Context: an optimization exercise on an open-source flow, tuned for small area, a short achievable clock period and few clock cycles. The choices shown serve that exercise and are no tape-out recipe.
At most, simulation tests tie the RTL to the original design; equivalence was not proved.
The RTL of runs 3 and 4 was laid out without a check of its function.

### flow/config.mk
export PLATFORM = sky130hd
export DESIGN_NAME = rsa_encrypt
export DESIGN_NICKNAME = rsa_encrypt
export VERILOG_FILES = /design/flow/design.v
export SDC_FILE = /design/flow/constraint.sdc
export NUM_CORES = 4
export LEC_CHECK = 0
export CAP_MARGIN = 20
export CORE_MARGIN = 2
export CORE_UTILIZATION = 40
export SLEW_MARGIN = 20
### flow/constraint.sdc
create_clock -name core_clock -period 7.0 [get_ports {clk}]
set_input_delay 1.4000 -clock core_clock [delete_from_list [all_inputs] [get_ports {clk}]]
set_output_delay 1.4000 -clock core_clock [all_outputs]
set_load 0.01 [all_outputs]
### flow/design.v
module controller
(
  input wire clk                   ,
  input wire rst                   ,
  input wire [2:0] input_data_type ,
  input wire is_multiplication_done,
  input wire is_mod_done           ,
  output reg initialize            ,
  output reg en_multiply           ,
  output reg en_modulo             ,
  output reg update_e              ,
  output reg update_n              ,
  output reg done                  ,
  output wire ready
);
    localparam [2:0] WAITING=3'd0, INITIALIZE=3'd1, MULTIPLY=3'd2, MODULO=3'd3, DONE=3'd4, UPDATE_N_STATE=3'd5, UPDATE_E_STATE=3'd6;
    localparam [1:0] NONE=2'd0, INPUT_DATA_READY=2'd1, N_READY=2'd2, E_READY=2'd3;
    reg [2:0] current_state;
    reg [2:0] next_state;
    always @(posedge clk) begin
        if (rst)
            current_state <= WAITING;
        else
		    current_state <= next_state;
    end
    assign ready = (current_state == WAITING);
    always @(*) begin
        initialize = 0;
        en_multiply = 0;
        en_modulo = 0;
        update_e = 0;
        update_n = 0;
        done = 0;
        next_state = WAITING;
        case(current_state)
            WAITING: begin
                if (input_data_type == NONE) 
                    next_state = WAITING;
                else if(input_data_type == INPUT_DATA_READY)
                    next_state = INITIALIZE;
                else if (input_data_type == N_READY)
                    next_state = UPDATE_N_STATE;
                else if(input_data_type == E_READY)
                    next_state = UPDATE_E_STATE;
            end
            INITIALIZE: begin
                initialize = 1;
                next_state = MULTIPLY;
            end
            MULTIPLY: begin
                if (is_multiplication_done) 
                    next_state = DONE;
                else begin
                    en_multiply = 1;
                    next_state = MODULO;
                end
            end
            MODULO: begin
                if (is_mod_done)
                    next_state = MULTIPLY;
                else begin
                    en_modulo = 1;
                    next_state = MODULO;
                end
            end
            DONE: begin
                done = 1;
                next_state = WAITING;
            end
            UPDATE_N_STATE: begin
                update_n = 1;
                next_state = WAITING;
            end
            UPDATE_E_STATE: begin
                update_e = 1;
                next_state = WAITING;
            end
        endcase
    end
endmodule
module datapath
(
  input wire [12:0] data            ,
  input wire clk                   ,
  input wire rst                   ,
  input wire initialize            ,
  input wire en_multiply           ,
  input wire en_modulo             ,
  input wire update_e              ,
  input wire update_n              ,
  input wire done                  ,
  output wire is_multiplication_done,
  output wire is_mod_done           ,
  output reg [15:0] output_data
);
    reg [31:0] n;
    reg [31:0] e;
    reg [7:0] frozen_data;
    reg [31:0] arithmetic_temp;
    reg [31:0] iterations_left;
    always @(posedge clk) 
    begin
        if (initialize) begin
            frozen_data <= data[7:0];
            arithmetic_temp <= {24'b0, data[7:0]};
            iterations_left <= e;
        end
        if (en_multiply) begin
            arithmetic_temp <= arithmetic_temp * frozen_data;
            iterations_left <= iterations_left - 1;
        end
        if (en_modulo) begin
            if (arithmetic_temp >= n)
                arithmetic_temp <= arithmetic_temp - n;
        end
        if (done) 
            output_data <= arithmetic_temp[15:0];
        if (rst) begin
            e <= 32'd17;
            n <= 32'd3233;
        end else begin
            if (update_e)
                e <= {19'd0, data};
            if (update_n)
                n <= {19'd0, data};
        end
    end
    assign is_multiplication_done = (iterations_left == 1);
    assign is_mod_done = (n > arithmetic_temp);
endmodule
module rsa_encrypt
(
  input wire clk,
  input wire rst,
  input wire [12:0] data,
  input wire [2:0] input_data_type,
  output wire [15:0] output_data,
  output wire ready
);
    wire is_multiplication_done;
    wire is_mod_done;
    wire initialize;
    wire en_multiply;
    wire en_modulo;
    wire update_e;
    wire update_n;
    wire done;
    controller controller_inst(
      .clk(clk),
      .rst(rst),
      .input_data_type(input_data_type),
      .is_multiplication_done(is_multiplication_done),
      .is_mod_done(is_mod_done),
      .initialize(initialize),
      .en_multiply(en_multiply),
      .en_modulo(en_modulo),
      .update_e(update_e),
      .update_n(update_n),
      .done(done),
      .ready(ready)
    );
    datapath datapath_inst(
      .data(data),
      .clk(clk),
      .rst(rst),
      .initialize(initialize),
      .en_multiply(en_multiply),
      .en_modulo(en_modulo),
      .update_e(update_e),
      .update_n(update_n),
      .done(done),
      .is_multiplication_done(is_multiplication_done),
      .is_mod_done(is_mod_done),
      .output_data(output_data)
    );
endmodule
### flow/run.sh
#!/bin/bash
# synth_recipe.tcl (not shown) runs the flow's synth.tcl, then flattens the netlist and writes it again
# the make line also repeats each setting of config.mk as NAME=value (left out here)
make -C /OpenROAD-flow-scripts/flow DESIGN_CONFIG=/design/flow/config.mk WORK_HOME=/design/flow/orfs CLKGATE_MAP_FILE= SYNTH_SCRIPT=/design/flow/synth_recipe.tcl finish
==> qor.txt, run 1 <==
Final Hold Viols = 0
Post-CTS setup buffers = 0
Largest area contributor in the netlist = fa_1
Port Buffers = 34
Pins over their slew limit = 0
Yosys warns = 2
CTS clk-pin slew, worst paths = 0.06 ns
TritonCTS clock tree = yes
WHS = 0.457 ns
Initial antenna violation count = 0
FF+latch count, synth = 117
Least-Margin Pin Slew = 1.09 ns
Synth Cell Area = 0.0125 mm^2
DRC violations left = 0
Post-layout util = 44.7%
Slack of the critical path = 1.25 ns
RSZ-0062 raised after global routing = false
Largest net degree at the start of global routing = 44
Max capacitance violation total = 0
Area of the core = 0.0307 mm^2
Slew margin rel. = 27.4%
Row cnt = 64
DRT Pass-1 Iters = 5
Status = timing/DRC/antenna clean
Synthesized area per cell = 9.04 um^2
IO Pins = 35
Area contributors post-synth = fa_1 (25%), edfxtp_1 (13%), dfxtp_1 (9.7%), and2_1 (8.9%), ha_1 (5.5%)
Ant diodes = 0
First-pass GRT wire length = 52300 um
Placer Congestion = 0.823
# fillers = 3043
Crit path max fanout = 29
DPL Wire Length = 22500 um
Clock Tree Root = clkbuf_16
Fmax achieved = 174 MHz
Die footprint = 0.0328 mm^2
Sequential fraction of the synthesis area = 23.2%
WL per Instance = 17.2 um
Post-route setup TNS = 0 ns
Die W = 181 um
CP startpoint kind = register
Post-cts resize count = 0
Die height = 181 um
Vias/cell = 5.36
Post-route clock period utilization = 82.1%
Hold depth = 2
Most common cell after layout, fill and taps aside = and2_1
Share of layout cells above drive strength 1 = 4.30%
Htree depth = 4
Share of the synthesized area in the top cell type = 25.1%
Area Overhead vs Synth = 9.75%
Non-filler cells, final = 1792
Critical path type = reg -> reg
Number of synthesized flops with an enable pin = 56
Initial core utilization = 40.8%
1st-iter DRT viols = 546
CP arrival = 6.05 ns
Clk buf depth = 2
Worst Reg2Reg Path Length in Cells = 15
Crit path required time = 7.30 ns
Mapped Cells = 1387
Yosys cell types = 69
Highest-count cells in the layout ignoring fill and taps = and2_1 (178), inv_1 (157), fa_1 (157)
NumNets Final = 1613
Cts hold-fix bufs = 0
Final wirelength = 30800 um
Global route overflow = 0
GRT Util Overall = 19.8%
Vias = 9598
Crit. End Element = register
ANT nets after route = 0
Clock latency on the worst-skew pair = 0.43 ns
Clk_skew = 0.0292 ns
Period minus WS final = 5.75 ns
CTS buffer count = 17
Top_reg_cell synth = dfxtp_1
Vias in the first global route = 10100
Hold Path Class = reg -> reg
Post-synth ARST share = 0%
Setup Viol. Count Final = 0
Placed Cells incl. Taps = 1760
Worst slack, placed = 1.34 ns
Clock sinks = 117
routing by layer:
metal / up-vias / GRT usage [%] / routed length (um)
met1: 4820 / 27.5 / 14700
met2: 200 / 33.9 / 14800
met5: - / 0 / 0
li1: 4567 / - / -
met4: 0 / 3.32 / 142
met3: 11 / 2.20 / 1220
per-stage QoR:
step	instance area, um^2
5_1_grt	13800
3_5_place_dp	13200
2_1_floorplan	12500
3_3_place_gp	13200
6_report	13800
4_1_cts	13800
path summary, 6_finish.rpt:
path                           startpoint  slack [ns]                                end
min reg2reg            datapath_inst.n[2]        0.46                 datapath_inst.n[2]
min                    datapath_inst.n[2]        0.46                 datapath_inst.n[2]
max          datapath_inst.frozen_data[3]        1.25  datapath_inst.arithmetic_temp[30]
max reg2reg  datapath_inst.frozen_data[3]        1.25  datapath_inst.arithmetic_temp[30]
state kept, by name, indices dropped and copies added, names as in the netlist:
register,count
datapath_inst.frozen_data,8
datapath_inst.e,13
datapath_inst.output_data,16
datapath_inst.arithmetic_temp,32
datapath_inst.n,13
controller_inst.current_state,3
datapath_inst.iterations_left,32
logic make-up after synthesis:
kind of cell / count (synthesis) / share of synthesized area (%)
AOI/OAI and AO/OA: 231 / 12.2
xor gates and xnor gates: 69 / 4.82
adders and majority gates: 212 / 30.6
buffers and inverters: 221 / 6.89
DFF: 117 / 23.2
muxes: 1 / 0.0799
and+or+nand+nor: 536 / 22.3
critical path, cell delays in order, from the launching register on:
cell	delay (ns)
edfxtp_1	1.03
and2_1	0.27
fa_1	0.45
fa_1	0.51
fa_1	0.50
inv_1	0.05
fa_1	0.48
inv_1	0.05
ha_1	0.41
nand4_1	0.12
or3_1	0.35
o21ai_1	0.49
a311oi_1	0.23
nor3_1	0.22
o221ai_1	0.15
a211o_1	0.30
area by class of cell:
type                            count  area [um^2]  share of cell area, %
Multi-Input combinational cell   1049         8780                   63.8
Sequential cell                   117         2900                   21.1
Inverter                          158          593                   4.31
Tap cell                          396          495                   3.60
Clock buffer                       17          425                   3.09
Timing Repair Buffer               40          385                   2.80
Clock inverter                     15          176                   1.28
cell usage after synthesis, types with 49 or more instances:
library cell / n
o21ai_0: 50
and2_1: 178
clkbuf_1: 49
inv_1: 157
ha_1: 55
fa_1: 157
nand2_1: 155
xnor2_1: 55
dfxtp_1: 61
edfxtp_1: 56
a21oi_1: 69
nor2_1: 80
Testbench counts, summed over its fixed seeds: cycles 13,466,695.
==> run 2, diff against run 1 <==
==> flow/design.v (replaced) <==
module rsa_encrypt
(
  input wire clk,
  input wire rst,
  input wire [12:0] data,
  input wire [2:0] input_data_type,
  output wire [15:0] output_data,
  output wire ready
);
    reg [12:0] n;
    reg [12:0] e;
    reg [7:0]  m;
    reg [12:0] acc;
    reg [12:0] p;
    reg [3:0]  idx;
    reg [3:0]  eidx;
    reg        op_mul;
    reg        busy;
    reg        start;
    assign ready = ~busy;
    assign output_data = {3'b000, acc};
    function [3:0] msb13(input [12:0] w);
        integer i;
        begin
            msb13 = 4'd0;
            for (i = 1; i < 13; i = i + 1)
                if (w[i]) msb13 = i[3:0];
        end
    endfunction
    wire [3:0] msbn = msb13(n);
    wire [3:0] msbe = msb13(e);
    wire [3:0] msbm = msb13({5'b00000, m});
    wire [12:0] w   = op_mul ? {5'b00000, m} : acc;
    wire        bit_ = w[idx];
    wire [14:0] s   = {1'b0, p, 1'b0} + (bit_ ? {2'b00, acc} : 15'd0);
    wire [15:0] d1  = {1'b0, s} - {3'b000, n};
    wire [15:0] d2  = {1'b0, s} - {2'b00, n, 1'b0};
    wire [12:0] pn  = ~d2[15] ? d2[12:0] : (~d1[15] ? d1[12:0] : s[12:0]);
    wire accept = ready & (input_data_type == 3'd1);
    wire last   = (idx == 4'd0);
    wire next_mul = ~op_mul & e[eidx];
    always @(posedge clk) begin
        if (rst) begin
            n     <= 13'd3233;
            e     <= 13'd17;
            busy  <= 1'b0;
            start <= 1'b0;
        end else if (~busy) begin
            if (input_data_type == 3'd2) n <= data;
            if (input_data_type == 3'd3) e <= data;
            if (accept) begin
                busy  <= 1'b1;
                start <= 1'b1;
            end
        end else if (start) begin
            start <= 1'b0;
            if (msbe == 4'd0)
                busy <= 1'b0;
        end else if (last & ~next_mul & (eidx == 4'd0)) begin
            busy <= 1'b0;
        end
    end
    always @(posedge clk) begin
        if (~busy) begin
            if (accept) begin
                m   <= data[7:0];
                acc <= {5'b00000, data[7:0]};
            end
        end else if (start) begin
            if (msbe == 4'd0) begin
            end else if ({5'b00000, m} >= n) begin
                acc    <= 13'd1;
                p      <= 13'd0;
                idx    <= msbm;
                op_mul <= 1'b1;
                eidx   <= msbe;
            end else begin
                p      <= (msbn != 4'd0 && acc[msbn]) ? acc : 13'd0;
                idx    <= (msbn != 4'd0) ? msbn - 4'd1 : 4'd0;
                op_mul <= 1'b0;
                eidx   <= msbe - 4'd1;
            end
        end else if (~last) begin
            p   <= pn;
            idx <= idx - 4'd1;
        end else begin
            acc <= pn;
            if (next_mul) begin
                p      <= (msbm != 4'd0) ? pn : 13'd0;
                idx    <= (msbm != 4'd0) ? msbm - 4'd1 : 4'd0;
                op_mul <= 1'b1;
            end else begin
                p      <= (msbn != 4'd0 && pn[msbn]) ? pn : 13'd0;
                idx    <= (msbn != 4'd0) ? msbn - 4'd1 : 4'd0;
                op_mul <= 1'b0;
                eidx   <= eidx - 4'd1;
            end
        end
    end
endmodule
==> qor.txt, run 2 <==
Initial core utilization = 40.5%
Crit path max fanout = 15
Share of layout cells above drive strength 1 = 12.5%
Clock latency on the worst-skew pair = 0.35 ns
Slew margin rel. = 32.6%
Hold Path Class = reg -> reg
Clock sinks = 71
GRT Util Overall = 24.0%
Area of the core = 0.0164 mm^2
Largest area contributor in the netlist = edfxtp_1
Most frequent cell after synthesis = nor2_1
Placed cell area = 0.00723 mm^2
Final Hold Viols = 0
Crit path required time = 7.09 ns
Yosys cell types = 84
DRC violations left = 0
Share of the synthesized area in the top cell type = 19.4%
CP startpoint kind = register
DPL Wire Length = 16800 um
FF+latch count, synth = 71
CTS buffer count = 9
Hold path start = e[0]
Htree depth = 3
Critical path type = reg -> reg
CP arrival = 6.62 ns
Cts hold-fix bufs = 0
Number of synthesized flops with an enable pin = 43
Die height = 133 um
WHS = 0.474 ns
ANT nets after route = 0
Final wirelength = 21100 um
Clk_skew = 0.00702 ns
Initial antenna violation count = 0
Least-Margin Pin Slew = 1.01 ns
Mapped Cells = 774
Global route hottest layer = met2
WL per Instance = 20.3 um
Met1 Usage GRT = 30.4%
Global route overflow = 0
Post-synth ARST share = 0%
1st-iter DRT viols = 534
Final instance area = 0.00762 mm^2
Clk buf depth = 2
Post-route setup TNS = 0 ns
TritonCTS clock tree = yes
Vias in the first global route = 5952
# fillers = 1582
RSZ-0062 raised after global routing = false
Met3 usage = 3.52%
Met2 Use GR = 41.3%
Fmax achieved = 153 MHz
Die W = 133 um
Pins over their slew limit = 0
Post-route clock period utilization = 93.2%
Crit path from = op_mul
Synth Cell Area = 0.00665 mm^2
Port Buffers = 31
Status = timing/DRC/antenna clean
Crit. End Element = register
Synth cell count leaders = nor2_1 (81), nand2_1 (77), a21oi_1 (72)
Top_reg_cell synth = edfxtp_1
Ant diodes = 0
First-pass GRT wire length = 33000 um
Area Overhead vs Synth = 14.6%
Max capacitance violation total = 0
Synthesized area per cell = 8.59 um^2
NumNets Final = 884
Largest net degree at the start of global routing = 29
Die footprint = 0.0177 mm^2
Placer Congestion = 0.936
Vias = 6167
Clock Tree Root = clkbuf_16
Highest-count cells in the layout ignoring fill and taps = nor2_1 (81), nand2_1 (77), a21oi_1 (71)
DRT Pass-1 Iters = 5
Row cnt = 47
IO Pins = 35
Area contributors post-synth = edfxtp_1 (19%), ha_1 (9.8%), dfxtp_1 (8.4%), a21oi_1 (5.4%), nor2_1 (4.6%)
Sequential fraction of the synthesis area = 27.8%
Setup Viol. Count Final = 0
RR Startpoint = op_mul
Period minus WS final = 6.53 ns
Yosys warns = 1
CTS clk-pin slew, worst paths = 0.05 ns
Most common cell after layout, fill and taps aside = nor2_1
Vias/cell = 5.95
## run 2: layout make-up
class / count / area [um^2] / area share, %
flip-flops and latches: 71 / 1850 / 24.3
repair buffers: 57 / 505 / 6.63
well taps: 220 / 275 / 3.61
inverters: 49 / 184 / 2.41
clock inverters: 2 / 10.0 / 0.131
multi-input cells: 623 / 4500 / 59.0
clock buffers: 14 / 297 / 3.89
## run 2: cells by family after synthesis
kind of cell	share of synthesized area, %
compound gates	24.8
xor+xnor	3.95
fa+ha+maj	10.7
buf+inv	5.61
flops	27.8
mux	7.17
other cells	0.0564
simple gates	19.9
## run 2: worst paths after layout
path / to / slack (ns) / depth (start not counted)
worst max-delay path: p[9] / 0.47 / 22
worst min-delay path: e[0] / 0.47 / 2
worst max register to register: p[9] / 0.47 / 22
worst min register to register: e[0] / 0.47 / 2
## run 2: per-stage QoR
step | setup WS, ns | instances | utilization, %
3_3_place_gp | 0.206 | 1016 | 44.0
4_1_cts | 0.00983 | 1032 | 46.0
3_5_place_dp | -0.000371 | 1016 | 44.0
5_1_grt | 0.0655 | 1036 | 46.5
2_1_floorplan | 0.830 | 776 | -
6_report | 0.474 | 1036 | 46.5
## run 2: worst max-delay path: stages, from the launching register on
cell	delay [ns]
edfxtp_1	0.48
mux4_2	0.53
mux4_2	0.50
mux2i_4	0.25
nor2b_1	0.09
ha_1	0.24
fa_1	0.46
a211oi_2	0.31
nor3_2	0.09
o21a_1	0.18
nor2_1	0.16
xnor2_1	0.25
ha_1	0.37
nand4_1	0.16
nor2_1	0.06
a211o_1	0.33
o41ai_4	0.35
buf_4	0.18
nand2_4	0.13
a311o_1	0.31
o211ai_2	0.48
nor2_1	0.12
a31o_1	0.25
## run 2: what timing repair did
action | 4_1_cts | 5_1_grt
pin swaps | 0 | 1
cloned | 0 | 0
buffers inserted | 0 | 4
gates resized for setup | 1 | 10
setup endpoints to repair | 5 | 18
## run 2: per-layer routing
metal | part of all wire (%) | routed length, um
met4 | 3.2 | 665
met5 | 0 | 0
met3 | 4.7 | 995
met2 | 49 | 10300
met1 | 43 | 9080
Testbench counts of run 2, summed over its fixed seeds: cycles 41,850.
==> run 3, diff against run 2 <==
==> flow/design.v (replaced) <==
module rsa_encrypt
(
  input wire clk,
  input wire rst,
  input wire [12:0] data,
  input wire [2:0] input_data_type,
  output wire [15:0] output_data,
  output wire ready
);
    reg [12:0] n;
    reg [12:0] e;
    reg [7:0]  m;
    reg [12:0] acc;
    reg [12:0] p;
    reg [3:0]  idx;
    reg [3:0]  eidx;
    reg        wbit;
    reg        op_mul;
    reg        busy;
    reg        start;
    reg        prep;
    assign ready = ~busy;
    assign output_data = {3'b000, acc};
    function [3:0] msb13(input [12:0] w);
        integer i;
        begin
            msb13 = 4'd0;
            for (i = 1; i < 13; i = i + 1)
                if (w[i]) msb13 = i[3:0];
        end
    endfunction
    wire [3:0] msbn = msb13(n);
    wire [3:0] msbe = msb13(e);
    wire [3:0] msbm = msb13({5'b00000, m});
    wire [3:0] msbn1 = msbn - 4'd1;
    wire [3:0] msbm1 = msbm - 4'd1;
    wire       n_gt1 = (msbn != 4'd0);
    wire       m_gt1 = (msbm != 4'd0);
    wire [15:0] a2  = {2'b00, p, 1'b0};
    wire [15:0] ba  = wbit ? {3'b000, acc} : 16'd0;
    wire [15:0] nn1 = ~{3'b000, n};
    wire [15:0] nn2 = ~{2'b00, n, 1'b0};
    wire [15:0] x1  = a2 ^ ba ^ nn1;
    wire [15:0] c1  = (a2 & ba) | (a2 & nn1) | (ba & nn1);
    wire [15:0] x2  = a2 ^ ba ^ nn2;
    wire [15:0] c2  = (a2 & ba) | (a2 & nn2) | (ba & nn2);
    wire [15:0] s   = a2 + ba;
    wire [15:0] d1  = x1 + {c1[14:0], 1'b1};
    wire [15:0] d2  = x2 + {c2[14:0], 1'b1};
    wire        ge2 = ~d2[15];
    wire        ge1 = ~d1[15];
    wire [12:0] pn  = ge2 ? d2[12:0] : (ge1 ? d1[12:0] : s[12:0]);
    wire accept = ready & (input_data_type == 3'd1);
    wire last   = (idx == 4'd0);
    wire next_mul = ~op_mul & e[eidx];
    wire [3:0]  idx1 = idx - 4'd1;
    wire [12:0] w    = op_mul ? {5'b00000, m} : acc;
    always @(posedge clk) begin
        if (rst) begin
            n     <= 13'd3233;
            e     <= 13'd17;
            busy  <= 1'b0;
            start <= 1'b0;
        end else if (~busy) begin
            if (input_data_type == 3'd2) n <= data;
            if (input_data_type == 3'd3) e <= data;
            if (accept) begin
                busy  <= 1'b1;
                start <= 1'b1;
            end
        end else if (start) begin
            start <= 1'b0;
            if (msbe == 4'd0)
                busy <= 1'b0;
        end else if (~prep & last & ~next_mul & (eidx == 4'd0)) begin
            busy <= 1'b0;
        end
    end
    always @(posedge clk) begin
        if (~busy) begin
            if (accept) begin
                m   <= data[7:0];
                acc <= {5'b00000, data[7:0]};
            end
        end else if (start) begin
            prep <= 1'b0;
            if (msbe == 4'd0) begin
            end else if ({5'b00000, m} >= n) begin
                acc    <= 13'd1;
                p      <= 13'd0;
                idx    <= msbm;
                wbit   <= m[msbm];
                op_mul <= 1'b1;
                eidx   <= msbe;
            end else begin
                p      <= (n_gt1 && acc[msbn]) ? acc : 13'd0;
                idx    <= n_gt1 ? msbn1 : 4'd0;
                wbit   <= n_gt1 ? acc[msbn1] : acc[0];
                op_mul <= 1'b0;
                eidx   <= msbe - 4'd1;
            end
        end else if (prep) begin
            prep <= 1'b0;
            p    <= (n_gt1 && acc[msbn]) ? acc : 13'd0;
            idx  <= n_gt1 ? msbn1 : 4'd0;
            wbit <= n_gt1 ? acc[msbn1] : acc[0];
        end else if (~last) begin
            p    <= pn;
            idx  <= idx1;
            wbit <= w[idx1];
        end else begin
            acc <= pn;
            if (next_mul) begin
                p      <= m_gt1 ? pn : 13'd0;
                idx    <= m_gt1 ? msbm1 : 4'd0;
                wbit   <= m_gt1 ? m[msbm1] : m[0];
                op_mul <= 1'b1;
            end else begin
                prep   <= 1'b1;
                op_mul <= 1'b0;
                eidx   <= eidx - 4'd1;
            end
        end
    end
endmodule
==> qor.txt, run 3 <==
Status = timing/DRC/antenna clean
Least-Margin Pin Slew = 0.947 ns
Hold path start = e[0]
Top_reg_cell synth = edfxtp_1
Highest-count cells in the layout ignoring fill and taps = nand2_1 (82), inv_1 (72), nor2_1 (66)
IO Pins = 35
Number of synthesized flops with an enable pin = 45
Mapped Cells = 798
Placer Congestion = 0.889
Post-route setup TNS = 0 ns
Clock sinks = 73
Initial core utilization = 40.7%
Slack of the critical path = 2.70 ns
Max capacitance violation total = 0
Initial antenna violation count = 0
ANT nets after route = 0
Port Buffers = 31
Yosys warns = 1
CTS buffer count = 9
Synthesized area per cell = 8.79 um^2
DRT Pass-1 Iters = 5
Crit path from = wbit
Die W = 136 um
Slew margin rel. = 36.0%
Die footprint = 0.0186 mm^2
Final instance area = 0.00787 mm^2
Area contributors post-synth = edfxtp_1 (19%), ha_1 (9.6%), dfxtp_1 (8.0%), fa_1 (7.1%), nand2_1 (4.4%)
Setup Viol. Count Final = 0
GRT Util Overall = 22.8%
TritonCTS clock tree = yes
CTS clk-pin slew, worst paths = 0.06 ns
Clk_skew = 0.00642 ns
Largest net degree at the start of global routing = 29
Share of the synthesized area in the top cell type = 19.3%
Placed cell area = 0.00754 mm^2
WL per Instance = 19.0 um
Met3 WL post-DR = 983 um
Die height = 136 um
Most common cell after layout, fill and taps aside = nand2_1
Ant diodes = 0
DRC violations left = 0
CP Cell Sequence = and2_1 -> inv_1 -> fa_1 -> inv_1 -> ha_1 -> nor2b_1 -> a221oi_1 -> o21ai_1 -> o211ai_1 -> a31oi_2 -> a221o_1 -> a32o_1
Met2 WL post-DR = 8940 um
Period minus WS final = 4.30 ns
Post-CTS setup buffers = 0
Vias = 6101
Most frequent cell after synthesis = nand2_1
1st-iter DRT viols = 448
Post-synth ARST share = 0%
Crit path required time = 7.09 ns
Hold Path Class = reg -> reg
Sequential fraction of the synthesis area = 27.3%
First-pass GRT wire length = 32600 um
RR Startpoint = wbit
Largest area contributor in the netlist = edfxtp_1
Share of layout cells above drive strength 1 = 6.41%
Yosys cell types = 78
Worst slack, placed = 2.65 ns
Crit. End Element = register
Reg2reg setup slack = 2.70 ns
RSZ-0062 raised after global routing = false
Clk buf depth = 2
Slowest stage delay, CP = 0.65 ns
Most common cell on crit path = inv_1
Area Overhead vs Synth = 12.2%
Vias in the first global route = 5957
CP max-delay cell = edfxtp_1
Highest Signal Layer = met4
Pins over their slew limit = 0
Synth cell count leaders = nand2_1 (82), inv_1 (72), nor2_1 (66)
Fmax achieved = 233 MHz
Clock Tree Root = clkbuf_16
Clock latency on the worst-skew pair = 0.34 ns
FF+latch count, synth = 73
DPL Wire Length = 15900 um
Area of the core = 0.0172 mm^2
Cts hold-fix bufs = 0
CP arrival = 4.38 ns
Crit path max fanout = 15
WL met1 = 9590 um
NumNets Final = 919
Vias/cell = 5.80
CP startpoint kind = register
Post-cts resize count = 0
Final wirelength = 20000 um
Critical path type = reg -> reg
Post-route clock period utilization = 61.4%
Row cnt = 48
Synth Cell Area = 0.00701 mm^2
Global route overflow = 0
Htree depth = 3
Post-layout util = 45.7%
Final Hold Viols = 0
[run 3: through the flow]
step                      std cells  hold WS, ns
after floorplan                 800        0.433
after global placement         1036        0.464
after detailed placement       1036        0.468
after CTS                      1052        0.479
after global routing           1052        0.505
final                          1052        0.471
[run 3: per-layer routing]
metal	GRT usage, %	up-vias
li1	-	2957
met3	3.80	33
met2	35.8	183
met1	32.3	2928
met5	0	-
met4	6.48	0
[run 3: final cells by class]
cell class	instances	area, um^2
clock inverters	7	101
repair buffers	35	335
well taps	225	282
multi-input cells	627	4730
flip-flops and latches	73	1910
fillers	1684	9370
clock buffers	9	225
inverters	76	288
[run 3: logic make-up (layout without fill, tap and decap cells)]
kind of cell	after synthesis	after routing	share of synthesized area [%]
other	1	3	0.0535
AO/OA/AOI/OAI	218	218	21.2
XOR/XNOR	35	35	4.37
buffers and inverters	100	127	5.67
AND/OR/NAND/NOR	257	257	17.4
flip-flops	73	73	27.3
multiplexers	35	35	7.30
adder cells (fa/ha/maj)	79	79	16.8
[run 3: final timing paths]
kind / cells after the start / endpoint
hold / removal: 2 / e[0]
setup / recovery: 12 / p[11]
setup reg to reg: 12 / p[11]
hold reg to reg: 2 / e[0]
[run 3: worst max-delay path, delay by kind of cell, from the launching register on]
kind                       cells  cell delay [ns]
and+or+nand+nor                2             0.38
AOI/OAI and AO/OA              6             2.05
adders and majority gates      2             0.82
DFF                            1             0.65
buffers and inverters          2             0.14
==> run 4, diff against run 3 <==
--- a/flow/config.mk
+++ b/flow/config.mk
@@ -8,4 +8,5 @@
 export CAP_MARGIN = 20
 export CORE_MARGIN = 2
 export CORE_UTILIZATION = 40
+export SETUP_SLACK_MARGIN = 3.6
 export SLEW_MARGIN = 20
==> qor.txt, run 4 <==
Clk_skew = 0.0101 ns
CTS buffer count = 9
Synth cell count leaders = nand2_1 (82), inv_1 (72), nor2_1 (66)
Crit path from = wbit
DPL Wire Length = 15700 um
DRC violations left = 0
CP Cell Sequence = buf_6 -> buf_6 -> and2_4 -> fa_2 -> ha_1 -> nor2_2 -> o21ai_2 -> a221o_1 -> o41a_1 -> a31oi_1 -> xnor2_1 -> a2bb2oi_2 -> o2bb2ai_1
CP arrival = 3.55 ns
Critical path type = reg -> reg
Vias = 6285
Crit path max fanout = 6
Hold Path Class = reg -> reg
Crit path required time = 7.08 ns
Final wirelength = 21400 um
Die W = 136 um
Clock sinks = 73
Most common cell after layout, fill and taps aside = nand2_1
Global route overflow = 0
Yosys warns = 1
FF+latch count, synth = 73
Worst slack, placed = 2.91 ns
Post-route clock period utilization = 49.5%
Ant diodes = 0
Placer Congestion = 0.905
Hold path start = e[1]
Post-route setup TNS = 0 ns
Vias in the first global route = 6064
Max capacitance violation total = 0
CP max-delay cell = fa_2
Setup Viol. Count Final = 0
Largest net degree at the start of global routing = 29
First-pass GRT wire length = 33800 um
Slack of the critical path = 3.53 ns
Status = timing/DRC/antenna clean
Die height = 136 um
Least-Margin Pin Slew = 0.963 ns
Htree depth = 3
Crit. End Element = register
Port Buffers = 31
Clock latency on the worst-skew pair = 0.35 ns
Synth Cell Area = 0.00701 mm^2
Area contributors post-synth = edfxtp_1 (19%), ha_1 (9.6%), dfxtp_1 (8.0%), fa_1 (7.1%), nand2_1 (4.4%)
Clock Tree Root = clkbuf_16
# fillers = 1593
Area of the core = 0.0172 mm^2
RR Startpoint = wbit
WL met1 = 9990 um
TritonCTS clock tree = yes
Area Overhead vs Synth = 24.5%
Yosys cell types = 78
NumNets Final = 963
1st-iter DRT viols = 483
Highest Signal Layer = met4
Pins over their slew limit = 0
IO Pins = 35
Highest-count cells in the layout ignoring fill and taps = nand2_1 (75), inv_1 (64), nor2_1 (64)
Period minus WS final = 3.47 ns
Initial antenna violation count = 0
Buf/Inv on CP = 2
Met2 WL post-DR = 9780 um
Final Hold Viols = 0
Sequential fraction of the synthesis area = 27.3%
Cts hold-fix bufs = 0
Die footprint = 0.0186 mm^2
WL per Instance = 19.6 um
Share of layout cells above drive strength 1 = 19.2%
Top_reg_cell synth = edfxtp_1
Slew margin rel. = 35.8%
Slowest stage delay, CP = 0.46 ns
Row cnt = 48
Largest area contributor in the netlist = edfxtp_1
Most common cell on crit path = buf_6
Fmax achieved = 288 MHz
CP top delay family = compound AO/OA/AOI/OAI gates
ANT nets after route = 0
Most frequent cell after synthesis = nand2_1
Synthesized area per cell = 8.79 um^2
Share of the synthesized area in the top cell type = 19.3%
Met3 WL post-DR = 1320 um
CP startpoint kind = register
RSZ-0062 raised after global routing = true
Post-synth ARST share = 0%
GRT Util Overall = 23.8%
CTS clk-pin slew, worst paths = 0.06 ns
Mapped Cells = 798
DRT Pass-1 Iters = 5
Number of synthesized flops with an enable pin = 45
Vias/cell = 5.73
Clk buf depth = 2
Initial core utilization = 40.7%
[run 4: cell families (layout without fill, tap and decap cells)]
logic type,Yosys count,in the layout,share of synthesized area [%]
simple gates,257,257,17.4
compound gates,218,219,21.2
buf+inv,100,170,5.67
fa+ha+maj,79,79,16.8
flops,73,73,27.3
xor+xnor,35,35,4.37
mux,35,35,7.30
other cells,1,3,0.0535
[run 4: final cells by class]
cell class	count	area (um^2)	share of cell area, %
Timing Repair Buffer	78	704	8.07
Multi-Input combinational cell	628	5250	60.1
Sequential cell	73	1910	21.9
Tap cell	225	282	3.22
Clock inverter	6	66.3	0.760
Inverter	76	293	3.35
Clock buffer	10	229	2.62
[run 4: what timing repair did]
item                       in CTS  in global routing
cloned                          1                  1
buffers inserted               24                 17
pin swaps                      25                 54
gates resized for setup        51                 66
setup endpoints to repair      27                 26
[run 4: through the flow]
stage	area, um^2	std cells	hold WS [ns]	utilization, %
detailed placement	7550	1036	0.465	43.8
global placement	7540	1036	0.461	43.8
CTS	8280	1077	0.474	48.0
floorplan	7030	800	0.433	-
finish	8730	1096	0.474	50.7
global route	8730	1096	0.506	50.7
[run 4: tightest hold or removal path: stages (launching register included)]
cell     delay (ns)
dfxtp_1        0.32
nand2_1        0.05
a21oi_1        0.05
[run 4: worst paths after layout]
path	end	slack, ns	depth (start not counted)
setup reg to reg	p[12]	3.53	13
hold reg to reg	e[1]	0.47	2
setup / recovery	p[12]	3.53	13
hold / removal	e[1]	0.47	2
[run 4: metal layers]
layer | global-route usage [%] | vias to the layer above
met5 | 0 | -
met4 | 6.54 | 0
met3 | 3.21 | 21
met2 | 37.3 | 211
met1 | 34.3 | 3005
li1 | - | 3048
==> run 5, diff against run 4 <==
==> flow/design.v (replaced) <==
module rsa_encrypt
(
  input wire clk,
  input wire rst,
  input wire [12:0] data,
  input wire [2:0] input_data_type,
  output wire [15:0] output_data,
  output wire ready
);
    reg [12:0] n;
    reg [12:0] e;
    reg [7:0]  m;
    reg [12:0] acc;
    reg [12:0] p;
    reg [3:0]  idx;
    reg [3:0]  eidx;
    reg        wbit;
    reg        op_mul;
    reg        busy;
    reg        start;    
    reg        prep;     
    assign ready = ~busy;
    assign output_data = {3'b000, acc};
    function [3:0] msb13(input [12:0] w);
        integer i;
        begin
            msb13 = 4'd0;
            for (i = 1; i < 13; i = i + 1)
                if (w[i]) msb13 = i[3:0];
        end
    endfunction
    wire [3:0] msbe  = msb13(e);
    wire [3:0] msbm  = msb13({5'b00000, m});
    wire [3:0] msba  = msb13(acc);
    wire [3:0] msbm1 = msbm - 4'd1;
    wire [3:0] msba1 = msba - 4'd1;
    wire       m_gt1 = (msbm != 4'd0);
    wire       a_gt1 = (msba != 4'd0);
    wire [15:0] a2  = {2'b00, p, 1'b0};
    wire [15:0] ba  = wbit ? {3'b000, acc} : 16'd0;
    wire [15:0] nn1 = ~{3'b000, n};
    wire [15:0] nn2 = ~{2'b00, n, 1'b0};
    wire [15:0] x1  = a2 ^ ba ^ nn1;
    wire [15:0] c1  = (a2 & ba) | (a2 & nn1) | (ba & nn1);
    wire [15:0] x2  = a2 ^ ba ^ nn2;
    wire [15:0] c2  = (a2 & ba) | (a2 & nn2) | (ba & nn2);
    wire [15:0] s   = a2 + ba;
    wire [15:0] d1  = x1 + {c1[14:0], 1'b1};
    wire [15:0] d2  = x2 + {c2[14:0], 1'b1};
    wire        ge2 = ~d2[15];
    wire        ge1 = ~d1[15];
    wire [12:0] pn  = ge2 ? d2[12:0] : (ge1 ? d1[12:0] : s[12:0]);
    wire accept   = ready & (input_data_type == 3'd1);
    wire last     = (idx == 4'd0);
    wire next_mul = ~op_mul & e[eidx];
    wire [3:0]  idx1 = idx - 4'd1;
    wire [12:0] w    = op_mul ? {5'b00000, m} : acc;
    wire e_one    = (msbe == 4'd0);
    wire reduce   = ({5'b00000, m} >= n);
    wire sq_setup = prep | (start & ~e_one & ~reduce);
    always @(posedge clk) begin
        if (rst) begin
            n     <= 13'd3233;
            e     <= 13'd17;
            busy  <= 1'b0;
            start <= 1'b0;
            prep  <= 1'b0;
        end else if (~busy) begin
            if (input_data_type == 3'd2) n <= data;
            if (input_data_type == 3'd3) e <= data;
            if (accept) begin
                busy  <= 1'b1;
                start <= 1'b1;
            end
        end else if (start) begin
            start <= 1'b0;
            if (e_one)
                busy <= 1'b0;
        end else if (prep) begin
            prep <= 1'b0;
        end else if (last) begin
            if (~next_mul & (eidx == 4'd0))
                busy <= 1'b0;
            else if (~next_mul)
                prep <= 1'b1;
        end
    end
    always @(posedge clk) begin
        if (~busy) begin
            if (accept) begin
                m   <= data[7:0];
                acc <= {5'b00000, data[7:0]};
            end
        end else if (sq_setup) begin
            p      <= a_gt1 ? acc : 13'd0;
            idx    <= a_gt1 ? msba1 : 4'd0;
            wbit   <= a_gt1 ? acc[msba1] : acc[0];
            op_mul <= 1'b0;
            if (start)
                eidx <= msbe - 4'd1;
        end else if (start) begin
            if (~e_one) begin
                acc    <= 13'd1;
                p      <= 13'd0;
                idx    <= msbm;
                wbit   <= m[msbm];
                op_mul <= 1'b1;
                eidx   <= msbe;
            end
        end else if (~last) begin
            p    <= pn;
            idx  <= idx1;
            wbit <= w[idx1];
        end else begin
            acc <= pn;
            if (next_mul) begin
                p      <= m_gt1 ? pn : 13'd0;
                idx    <= m_gt1 ? msbm1 : 4'd0;
                wbit   <= m_gt1 ? m[msbm1] : m[0];
                op_mul <= 1'b1;
            end else begin
                op_mul <= 1'b0;
                eidx   <= eidx - 4'd1;
            end
        end
    end
endmodule
--- a/flow/config.mk
+++ b/flow/config.mk
@@ -8,5 +8,5 @@
 export CAP_MARGIN = 20
 export CORE_MARGIN = 2
 export CORE_UTILIZATION = 40
-export SETUP_SLACK_MARGIN = 3.6
+export SETUP_SLACK_MARGIN = 4.2
 export SLEW_MARGIN = 20
==> qor.txt, run 5 <==
Status = timing/DRC/antenna clean
Buf/Inv on CP = 5
Initial antenna violation count = 0
Share of layout cells above drive strength 1 = 27.5%
Clock Tree Root = clkbuf_16
Synth cell count leaders = nand2_1 (83), a21oi_1 (58), nor2_1 (58)
FF+latch count, synth = 73
Critical path type = reg -> reg
Most common cell after layout, fill and taps aside = nand2_1
Number of synthesized flops with an enable pin = 44
Initial core utilization = 40.8%
Crit path max fanout = 6
1st-iter DRT viols = 560
NumNets Final = 966
Row cnt = 47
Most common cell on crit path = buf_6
Final wirelength = 22800 um
CP startpoint kind = register
Share of the synthesized area in the top cell type = 19.5%
Vias/cell = 6.01
CP Cell Sequence = buf_4 -> and2_4 -> fa_1 -> ha_4 -> a21o_1 -> a21oi_4 -> inv_1 -> o311ai_4 -> buf_6 -> o21ai_4 -> buf_6 -> buf_6 -> a32oi_1 -> o21ai_1
Cts hold-fix bufs = 0
Final Hold Viols = 0
Post-route clock period utilization = 48.8%
Clk_skew = 0.00922 ns
Yosys cell types = 76
Least-Margin Pin Slew = 1.08 ns
Post-route setup TNS = 0 ns
WL per Instance = 20.9 um
Synthesized area per cell = 8.88 um^2
CP max-delay cell = fa_1
First-pass GRT wire length = 34000 um
CP top delay family = compound AO/OA/AOI/OAI gates
CTS buffer count = 9
Hold Path Class = reg -> reg
Slowest stage delay, CP = 0.52 ns
Largest net degree at the start of global routing = 30
Sequential fraction of the synthesis area = 28.1%
Mapped Cells = 762
Global route overflow = 0
Placer Congestion = 0.927
Most frequent cell after synthesis = nand2_1
TritonCTS clock tree = yes
Vias = 6558
IO Pins = 35
Top_reg_cell synth = edfxtp_1
DPL Wire Length = 15600 um
Fmax achieved = 292 MHz
Setup Viol. Count Final = 0
Synth Cell Area = 0.00677 mm^2
Crit path required time = 7.09 ns
DRT Pass-1 Iters = 5
Period minus WS final = 3.42 ns
Pins over their slew limit = 0
Highest-count cells in the layout ignoring fill and taps = nand2_1 (77), buf_4 (64), inv_1 (54)
Post-synth ARST share = 0%
Clk buf depth = 2
Crit. End Element = register
Area of the core = 0.0166 mm^2
GRT Util Overall = 24.5%
Clock latency on the worst-skew pair = 0.34 ns
ANT nets after route = 0
Die footprint = 0.0180 mm^2
Area contributors post-synth = edfxtp_1 (20%), ha_1 (10%), dfxtp_1 (8.6%), fa_1 (8.0%), nand2_1 (4.6%)
DRC violations left = 0
# fillers = 1468
Port Buffers = 31
Slew margin rel. = 27.7%
Die W = 134 um
Yosys warns = 1
Die height = 134 um
RSZ-0062 raised after global routing = true
Clock sinks = 73
CTS clk-pin slew, worst paths = 0.06 ns
WHS = 0.457 ns
Area Overhead vs Synth = 35.3%
Largest area contributor in the netlist = edfxtp_1
Vias in the first global route = 6133
CP arrival = 3.51 ns
Max capacitance violation total = 0
Htree depth = 3
Ant diodes = 0
[run 5: cell type report]
type / count / area, um^2 / share of cell area [%]
clock buffers: 13 / 282 / 3.08
multi-input cells: 602 / 5270 / 57.5
well taps: 220 / 275 / 3.01
flip-flops and latches: 73 / 1910 / 20.9
inverters: 57 / 219 / 2.39
clock inverters: 3 / 43.8 / 0.478
repair buffers: 124 / 1160 / 12.6
[run 5: path summary, 6_finish.rpt]
check	start	endpoint	slack (ns)	cells past startpoint
max	wbit	acc[1]	3.58	14
min	n[3]	n[3]	0.46	2
max reg2reg	wbit	acc[1]	3.58	14
min reg2reg	n[3]	n[3]	0.46	2
[run 5: cell families (layout without fill, tap and decap cells)]
group | Yosys count | after routing | synth area share [%]
mux | 22 | 22 | 5.68
xor+xnor | 31 | 31 | 4.01
flops | 73 | 73 | 28.1
buf+inv | 90 | 197 | 5.29
fa+ha+maj | 81 | 81 | 18.0
compound gates | 213 | 214 | 21.2
other cells | 1 | 3 | 0.0554
simple gates | 251 | 251 | 17.6
[run 5: routing by layer]
metal | track usage (%) | up-vias | wire length [um]
li1 | - | 2999 | -
met1 | 32.5 | 3194 | 9150
met2 | 41.8 | 296 | 11200
met3 | 3.33 | 69 | 1610
met4 | 7.37 | 0 | 806
met5 | 0 | - | 0
[run 5: worst reg2reg max path, stage by stage (launching register included)]
cell and delay (ns):
edfxtp_1 0.42, buf_4 0.19, and2_4 0.16, fa_1 0.52
ha_4 0.22, a21o_1 0.18, a21oi_4 0.18, inv_1 0.11
o311ai_4 0.37, buf_6 0.17, o21ai_4 0.11, buf_6 0.14
buf_6 0.10, a32oi_1 0.18, o21ai_1 0.10
[run 5: repair_timing]
item	4_1_cts	5_1_grt
setup buffers	63	24
endpoints found under the setup margin	95	68
pin swaps	34	43
gates cloned	1	3
resized for setup	101	98
[run 5: stage by stage]
stage	cells	cell area, um^2	setup slack (ns)	util [%]
floorplan	764	6870	3.74	-
global placement	985	7330	3.14	44.2
detailed placement	985	7330	3.00	44.2
CTS	1065	8470	3.57	51.1
global route	1092	9150	3.47	55.2
finish	1092	9150	3.58	55.2
Testbench counts of run 5, summed over its fixed seeds: cycles 37,587.
==> run 6, diff against run 5 <==
--- a/flow/config.mk
+++ b/flow/config.mk
@@ -7,6 +7,6 @@
 export LEC_CHECK = 0
 export CAP_MARGIN = 20
 export CORE_MARGIN = 2
-export CORE_UTILIZATION = 40
-export SETUP_SLACK_MARGIN = 4.2
+export CORE_UTILIZATION = 65
+export SETUP_SLACK_MARGIN = 3.6
 export SLEW_MARGIN = 20
==> qor.txt, run 6 <==
Crit path max fanout = 6
Placer Congestion = 0.910
Max capacitance violation total = 0
DRC violations left = 0
CP Cell Sequence = buf_6 -> and2_4 -> fa_2 -> ha_4 -> a211oi_2 -> o21bai_2 -> o2111ai_4 -> a21oi_4 -> o31ai_4 -> and2_4 -> mux2i_4 -> o221ai_2
Cell depth of the worst setup path = 12
CP max-delay cell = fa_2
DPL Wire Length = 14700 um
Hold Path Class = reg -> reg
GRT Util Overall = 36.7%
Mapped Cells = 762
Number of synthesized flops with an enable pin = 44
WL per Instance = 21.2 um
IO Pins = 35
Die W = 106 um
# fillers = 696
1st-iter DRT viols = 667
Sequential fraction of the synthesis area = 28.1%
Area contributors post-synth = edfxtp_1 (20%), ha_1 (10%), dfxtp_1 (8.6%), fa_1 (8.0%), nand2_1 (4.6%)
Post-synth ARST share = 0%
Placed Cells incl. Taps = 904
Setup Viol. Count Final = 0
Highest-count cells in the layout ignoring fill and taps = nand2_1 (80), nor2_1 (58), inv_1 (56)
Crit. End Element = register
Least-Margin Pin Slew = 1.06 ns
Largest area contributor in the netlist = edfxtp_1
CP startpoint kind = register
Crit path from = wbit
Share of the synthesized area in the top cell type = 19.5%
Port Buffers = 31
Buf/Inv on CP = 1
Post-route setup TNS = 0 ns
Vias in the first global route = 6124
ANT nets after route = 0
Critical path type = reg -> reg
Non-filler cells, final = 960
Initial antenna violation count = 0
Largest net degree at the start of global routing = 30
Synthesized area per cell = 8.88 um^2
Period minus WS final = 3.45 ns
CP top delay family = compound AO/OA/AOI/OAI gates
Worst slack, placed = 3.11 ns
Synth Cell Area = 0.00677 mm^2
RR Startpoint = wbit
First-pass GRT wire length = 32000 um
Initial core utilization = 66.1%
CTS buffer count = 9
NumNets Final = 918
Vias = 6440
Clk buf depth = 2
FF+latch count, synth = 73
CTS clk-pin slew, worst paths = 0.09 ns
CP arrival = 3.54 ns
Final Hold Viols = 0
Most common cell on crit path = and2_4
Top_reg_cell synth = edfxtp_1
Global route overflow = 0
Reg2reg setup slack = 3.55 ns
DRT Pass-1 Iters = 5
Row cnt = 37
TritonCTS clock tree = yes
Clk_skew = 0.0162 ns
Ant diodes = 0
Die footprint = 0.0112 mm^2
Clock latency on the worst-skew pair = 0.36 ns
Fmax achieved = 290 MHz
Clock sinks = 73
Setup crit end = acc[5]
Slowest stage delay, CP = 0.57 ns
Final wirelength = 20400 um
Vias/cell = 6.71
Area Overhead vs Synth = 18.6%
Yosys cell types = 76
Slew margin rel. = 29.1%
Most frequent cell after synthesis = nand2_1
Reg2reg end = acc[5]
Synth cell count leaders = nand2_1 (83), a21oi_1 (58), nor2_1 (58)
Crit path required time = 7.09 ns
Die height = 106 um
Worst Reg2Reg Path Length in Cells = 12
Post-route clock period utilization = 49.3%
Clock Tree Root = clkbuf_8
Htree depth = 3
Share of layout cells above drive strength 1 = 17.4%
Status = timing/DRC/antenna clean
Most common cell after layout, fill and taps aside = nand2_1
Area of the core = 0.0102 mm^2
Pins over their slew limit = 0
Slack of the critical path = 3.55 ns
RSZ-0062 raised after global routing = true
Yosys warns = 1
==> run 6: final cells by class <==
class                   count  area (um^2)  area share [%]
well taps                 136          170            2.12
inverters                  57          218            2.71
multi-input cells         601         4850            60.5
flip-flops and latches     73         1900            23.7
clock buffers              10          128            1.59
repair buffers             77          696            8.67
clock inverters             6         58.8           0.733
==> run 6: worst min-delay path by stage <==
stage / from / end / slack (ns) / cells after the start
2_1_floorplan: e[0] / e[0] / 0.44 / 2
3_3_place_gp: n[6] / n[6] / 0.44 / 2
3_5_place_dp: n[2] / n[2] / 0.45 / 2
4_1_cts: n[2] / n[2] / 0.46 / 2
5_1_grt: n[4] / n[4] / 0.48 / 2
6_report: n[2] / n[2] / 0.46 / 2
==> run 6: metrics by stage <==
step	utilization [%]	hold slack, ns	area (um^2)
after floorplan	-	0.436	6770
after global placement	70.1	0.445	7170
after global routing	78.4	0.478	8020
after CTS	75.0	0.459	7670
final	78.4	0.461	8020
after detailed placement	70.1	0.448	7170
==> run 6: metal layers <==
layer	vias to the layer above	part of all wire [%]	GRT usage, %	routed length (um)
met2	414	47	60.8	9570
met5	-	0	0	0
li1	2901	-	-	-
met3	73	9.8	7.60	2000
met4	0	3.4	10.6	691
met1	3052	40	49.0	8090
==> run 6: what timing repair did <==
action                                  CTS  global route
hold buffers                              0             0
gates cloned                              1             0
endpoints found under the setup margin   27            29
buffers inserted                         24            15
resized for setup                        24            68
pin swaps                                17            42
==> run 6: worst reg2reg max path, delay by kind of cell, from the launching register on <==
kind	cells	cell delay, ns
AND/OR/NAND/NOR	2	0.42
AO/OA/AOI/OAI	6	1.15
flip-flops	1	0.42
multiplexers	1	0.26
buffers and inverters	1	0.16
adder cells (fa/ha/maj)	2	0.78
==> run 6: logic make-up after synthesis <==
kind of cell / Yosys count / share of synthesized area (%)
xor+xnor: 31 / 4.01
fa+ha+maj: 81 / 18.0
flops: 73 / 28.1
buf+inv: 90 / 5.29
other cells: 1 / 0.0554
mux: 22 / 5.68
compound gates: 213 / 21.2
simple gates: 251 / 17.6
==> run 7, diff against run 6 <==
--- a/flow/config.mk
+++ b/flow/config.mk
@@ -7,6 +7,7 @@
 export LEC_CHECK = 0
 export CAP_MARGIN = 20
 export CORE_MARGIN = 2
-export CORE_UTILIZATION = 65
+export CORE_UTILIZATION = 40
+export CTS_BUF_LIST = sky130_fd_sc_hd__clkbuf_4 sky130_fd_sc_hd__clkbuf_8
 export SETUP_SLACK_MARGIN = 3.6
 export SLEW_MARGIN = 20
==> qor.txt, run 7 <==
Top_reg_cell synth = edfxtp_1
CP startpoint kind = register
Die height = 134 um
Period minus WS final = 3.43 ns
DPL Wire Length = 15700 um
Least-Margin Pin Slew = 1.14 ns
Slack of the critical path = 3.57 ns
Synth Area in Adders = 18.0%
Mapped Cells = 762
Synth cell count leaders = nand2_1 (83), a21oi_1 (58), nor2_1 (58)
Global route overflow = 0
Cts hold-fix bufs = 0
Port Buffers = 31
Most frequent cell after synthesis = nand2_1
CP arrival = 3.53 ns
Slew margin rel. = 24.0%
Clock Tree Root = clkbuf_8
DRT Pass-1 Iters = 5
Fmax achieved = 291 MHz
Die footprint = 0.0180 mm^2
Mux contribution to synthesized area = 5.68%
XOR/XNOR share of the synthesized area = 4.01%
Final wirelength = 21100 um
Max capacitance violation total = 0
Yosys warns = 1
RSZ-0062 raised after global routing = true
First-pass GRT wire length = 31900 um
Sequential fraction of the synthesis area = 28.1%
Vias in the first global route = 5826
Area contributors post-synth = edfxtp_1 (20%), ha_1 (10%), dfxtp_1 (8.6%), fa_1 (8.0%), nand2_1 (4.6%)
CTS buffer count = 9
Initial antenna violation count = 0
TritonCTS clock tree = yes
# fillers = 1586
Row cnt = 47
Placer Congestion = 0.925
Setup Viol. Count Final = 0
Number of synthesized flops with an enable pin = 44
Clk_skew = 0.0146 ns
Hold Path Class = reg -> reg
Final Hold Viols = 0
Synth Cell Area = 0.00677 mm^2
1st-iter DRT viols = 679
Die W = 134 um
Clock latency on the worst-skew pair = 0.37 ns
Largest family of logic cells by synthesized area = compound AO/OA/AOI/OAI gates
Most common cell after layout, fill and taps aside = nand2_1
Post-route setup TNS = 0 ns
DRC violations left = 0
Largest area contributor in the netlist = edfxtp_1
Post-Synth Simple-Gate Area = 17.6%
Clk buf depth = 2
Initial core utilization = 40.8%
Highest-count cells in the layout ignoring fill and taps = nand2_1 (80), nor2_1 (58), inv_1 (56)
Vias/cell = 5.99
Largest net degree at the start of global routing = 32
IO Pins = 35
Critical path type = reg -> reg
Share of the synthesized area in the top cell type = 19.5%
Htree depth = 3
CTS clk-pin slew, worst paths = 0.08 ns
Ant diodes = 0
GRT Util Overall = 23.2%
Post-synth ARST share = 0%
Worst slack, placed = 3.07 ns
Share of layout cells above drive strength 1 = 15.3%
WL per Instance = 20.4 um
Crit path required time = 7.10 ns
Yosys cell types = 76
Status = timing/DRC/antenna clean
Pins over their slew limit = 0
FF+latch count, synth = 73
Area of the core = 0.0166 mm^2
Area Overhead vs Synth = 18.2%
Crit path max fanout = 7
Area fraction in compound gates after synthesis = 21.2%
Crit. End Element = register
ANT nets after route = 0
Post-route clock period utilization = 49.0%
Vias = 6186
NumNets Final = 906
Synthesized area per cell = 8.88 um^2
Clock sinks = 73
-- run 7: cell counts after synthesis --
No cell type changed its count.
-- run 7: cell type report --
type	count	area [um^2]	share of cell area (%)
repair buffers	65	602	7.53
well taps	220	275	3.44
clock inverters	4	18.8	0.235
flip-flops and latches	73	1900	23.8
clock buffers	12	153	1.91
multi-input cells	601	4830	60.4
inverters	57	214	2.68
-- run 7: through the flow --
step | hold slack [ns] | std cells | utilization (%) | instance area (um^2)
after detailed placement | 0.452 | 988 | 43.9 | 7280
after global routing | 0.487 | 1032 | 48.2 | 8000
final | 0.468 | 1032 | 48.2 | 8000
after floorplan | 0.436 | 764 | - | 6770
after global placement | 0.444 | 988 | 43.9 | 7280
after CTS | 0.463 | 1024 | 46.5 | 7710
-- run 7: worst max-delay path, cell delays in order (launching register included) --
cell       delay (ns)
edfxtp_1         0.40
buf_6            0.15
and2_4           0.15
fa_2             0.57
ha_4             0.21
a211oi_2         0.24
o21bai_2         0.12
o2111ai_2        0.25
a21oi_2          0.11
o31ai_4          0.18
buf_6            0.17
and2_4           0.22
mux2i_2          0.26
o221ai_1         0.13
-- run 7: final timing paths --
path / start / endpoint / slack [ns] / depth (start not counted)
setup / recovery: wbit / acc[5] / 3.57 / 13
hold / removal: n[3] / n[3] / 0.47 / 2
setup reg to reg: wbit / acc[5] / 3.57 / 13
hold reg to reg: n[3] / n[3] / 0.47 / 2
-- run 7: logic make-up (layout without fill, tap and decap cells) --
kind of cell | after synthesis | in the layout
and+or+nand+nor | 251 | 251
AOI/OAI and AO/OA | 213 | 213
buffers and inverters | 90 | 138
adders and majority gates | 81 | 81
DFF | 73 | 73
xor gates and xnor gates | 31 | 31
muxes | 22 | 22
other | 1 | 3
-- run 7: layer usage --
layer / part of all wire [%] / up-vias / GRT usage (%)
met2: 47 / 291 / 37.4
met1: 41 / 2957 / 30.0
met3: 7.4 / 61 / 5.29
met4: 4.3 / 0 / 10.2
li1: - / 2877 / -
met5: 0 / - / 0
-- run 7: repair_timing --
action / 4_1_cts / 5_1_grt
setup buffers: 19 / 8
gates resized for setup: 28 / 49
cloned: 1 / 0
pin swaps: 8 / 25
hold endpoints to repair: 0 / 0
endpoints found under the setup margin: 26 / 41
==> run 8, diff against run 7 <==
--- a/flow/config.mk
+++ b/flow/config.mk
@@ -8,6 +8,5 @@
 export CAP_MARGIN = 20
 export CORE_MARGIN = 2
 export CORE_UTILIZATION = 40
-export CTS_BUF_LIST = sky130_fd_sc_hd__clkbuf_4 sky130_fd_sc_hd__clkbuf_8
-export SETUP_SLACK_MARGIN = 3.6
+export SETUP_SLACK_MARGIN = 3.85
 export SLEW_MARGIN = 20
==> qor.txt, run 8 <==
Vias in the first global route = 6126
Hold Path Class = reg -> reg
Synth Area in Adders = 18.0%
Setup Viol. Count Final = 0
Buf/Inv on CP = 2
CTS buffer count = 9
Share of the synthesized area in the top cell type = 19.5%
FF+latch count, synth = 73
Synthesized area per cell = 8.88 um^2
First-pass GRT wire length = 33400 um
Placed Cells incl. Taps = 989
Critical path type = reg -> reg
CP startpoint kind = register
Crit. End Element = register
Final Hold Viols = 0
Hold depth = 2
Fmax achieved = 291 MHz
Final wirelength = 21400 um
Met3 WL post-DR = 1500 um
CP max-delay cell = fa_2
Post-Synth Simple-Gate Area = 17.6%
Hold endpoint = n[1]
DPL Wire Length = 15700 um
WL met1 = 8840 um
Vias/cell = 5.99
Status = timing/DRC/antenna clean
Yosys warns = 1
Share of layout cells above drive strength 1 = 19.1%
Initial core utilization = 40.8%
Die footprint = 0.0180 mm^2
DRT Pass-1 Iters = 5
1st-iter DRT viols = 753
Slowest stage delay, CP = 0.56 ns
IO Pins = 35
Largest family of logic cells by synthesized area = compound AO/OA/AOI/OAI gates
DRC violations left = 0
Non-filler cells, final = 1053
Global route overflow = 0
Synth Cell Area = 0.00677 mm^2
Clk buf depth = 2
Worst Reg2Reg Path Length in Cells = 13
CTS clk-pin slew, worst paths = 0.06 ns
Max capacitance violation total = 0
Highest-count cells in the layout ignoring fill and taps = nand2_1 (79), nor2_1 (58), inv_1 (56)
Clock sinks = 73
Post-route clock period utilization = 49.1%
Post-layout util = 50.4%
Least-Margin Pin Slew = 0.940 ns
Mux contribution to synthesized area = 5.68%
RSZ-0062 raised after global routing = true
Mapped Cells = 762
Area Overhead vs Synth = 23.5%
Met2 WL post-DR = 10200 um
Period minus WS final = 3.44 ns
Vias = 6307
Port Buffers = 31
Crit path max fanout = 5
Clock latency on the worst-skew pair = 0.34 ns
Area fraction in compound gates after synthesis = 21.2%
NumNets Final = 927
Top_reg_cell synth = edfxtp_1
Die W = 134 um
# fillers = 1553
RR Startpoint = wbit
ANT nets after route = 0
Area of the core = 0.0166 mm^2
CP top delay family = compound AO/OA/AOI/OAI gates
Area contributors post-synth = edfxtp_1 (20%), ha_1 (10%), dfxtp_1 (8.6%), fa_1 (8.0%), nand2_1 (4.6%)
CP Cell Sequence = buf_4 -> and2_4 -> fa_2 -> ha_4 -> a211oi_2 -> o21bai_2 -> o2111ai_4 -> a21oi_4 -> o31ai_4 -> buf_6 -> and2_4 -> mux2i_4 -> o221ai_1
Most frequent cell after synthesis = nand2_1
Initial antenna violation count = 0
CP arrival = 3.51 ns
Ant diodes = 0
Reg2reg setup slack = 3.56 ns
Number of synthesized flops with an enable pin = 44
GRT Util Overall = 24.0%
Placer Congestion = 0.919
Pins over their slew limit = 0
Most common cell after layout, fill and taps aside = nand2_1
Slew margin rel. = 37.1%
Post-route setup TNS = 0 ns
Clock Tree Root = clkbuf_16
Die height = 134 um
Hold path start = n[1]
Clk_skew = 0.00534 ns
Reg2reg end = acc[5]
TritonCTS clock tree = yes
Highest Signal Layer = met4
Largest area contributor in the netlist = edfxtp_1
Yosys cell types = 76
Most common cell on crit path = and2_4
Htree depth = 3
Sequential fraction of the synthesis area = 28.1%
XOR/XNOR share of the synthesized area = 4.01%
Post-synth ARST share = 0%
Synth cell count leaders = nand2_1 (83), a21oi_1 (58), nor2_1 (58)
WL per Instance = 20.3 um
Largest net degree at the start of global routing = 30
Crit path required time = 7.07 ns
Row cnt = 47
==> run 8: cell counts after synthesis <==
No cell type changed its count.
==> run 8: how the worst max path moves through the flow <==
stage | startpoint | slack [ns] | end | cells past startpoint
after floorplan | acc[2] | 3.74 | acc[5] | 12
after global placement | wbit | 3.21 | acc[5] | 11
after global routing | wbit | 3.46 | p[0] | 13
after CTS | wbit | 3.58 | p[0] | 13
after detailed placement | wbit | 3.11 | acc[5] | 11
final | wbit | 3.56 | acc[5] | 13
==> run 8: tightest hold or removal path: stages (launching register included) <==
cell and delay (ns):
dfxtp_1 0.31, nand2_1 0.05, a21oi_1 0.05
==> run 8: area by class of cell <==
cell class              count  area (um^2)  share of cell area [%]
repair buffers             86          758                    9.07
clock buffers              16          282                    3.37
multi-input cells         601         4920                    58.9
flip-flops and latches     73         1900                    22.8
inverters                  57          215                    2.58
well taps                 220          275                    3.29
==> run 8: layer usage <==
| metal | track usage [%] | vias to the layer above |
|---|---|---|
| met1 | 31.6 | 3026 |
| met5 | 0 | - |
| met2 | 40.0 | 300 |
| met3 | 3.59 | 61 |
| li1 | - | 2920 |
| met4 | 9.01 | 0 |
==> run 8: cell families (layout without fill, tap and decap cells) <==
family | count (synthesis) | count (layout)
buf+inv | 90 | 159
other cells | 1 | 3
xor+xnor | 31 | 31
simple gates | 251 | 251
mux | 22 | 22
fa+ha+maj | 81 | 81
flops | 73 | 73
compound gates | 213 | 213
==> run 8: stage by stage <==
| step | setup slack (ns) | instance area (um^2) | hold WS, ns |
|---|---|---|---|
| 2_1_floorplan | 3.74 | 6800 | 0.436 |
| 3_3_place_gp | 3.21 | 7320 | 0.444 |
| 3_5_place_dp | 3.11 | 7320 | 0.449 |
| 4_1_cts | 3.58 | 8060 | 0.457 |
| 5_1_grt | 3.46 | 8360 | 0.469 |
| 6_report | 3.56 | 8360 | 0.455 |
==> run 8: repair_timing <==
| item | 4_1_cts | 5_1_grt |
|---|---|---|
| cloned | 3 | 1 |
| pin swaps | 19 | 33 |
| setup endpoints to repair | 30 | 47 |
| setup buffers | 32 | 12 |
| gates resized for setup | 53 | 46 |
| hold buffers | 0 | 0 |

==> port drivers added, routing unchanged <==
Ports are ideal in the flow. The routed layouts listed here were re-timed in OpenROAD.
Step 1 sets driving cells, clkbuf_16 on the clock port and buf_2 on the other inputs (assumed; they add their load-dependent delay and slew).
Step 2 adds t to the input delays and takes it off the output delays; t is the mean of the earliest and latest rising clock arrival at the registers after step 1. Input paths then give back, and output paths get back, about the clock's delay inside the block.
Three values: ideal ports, drivers, drivers and shift; two values: the first two.
| run | t, ns | setup WS [ns] | pins driven straight from the clock port |
|---|---|---|---|
| run 1 | 0.465 | 1.250 / 1.250 / 1.250 | 1 |
| run 2 | 0.383 | 0.474 / 0.474 / 0.474 | 1 |
| run 3 | 0.372 | 2.702 / 2.702 / 2.702 | 1 |
| run 4 | 0.381 | 3.533 / 3.533 / 3.511 | 1 |
| run 5 | 0.380 | 3.581 / 3.581 / 3.581 | 1 |
| run 6 | 0.388 | 3.550 / 3.550 / 3.550 | 1 |
| run 7 | 0.392 | 3.567 / 3.567 / 3.567 | 1 |
| run 8 | 0.373 | 3.562 / 3.562 / 3.562 | 1 |
After both steps setup and hold are still met in every run listed. The setup slack of run 4, which loses most, moves by 0.000 ns with the drivers and by -0.022 ns with both steps.
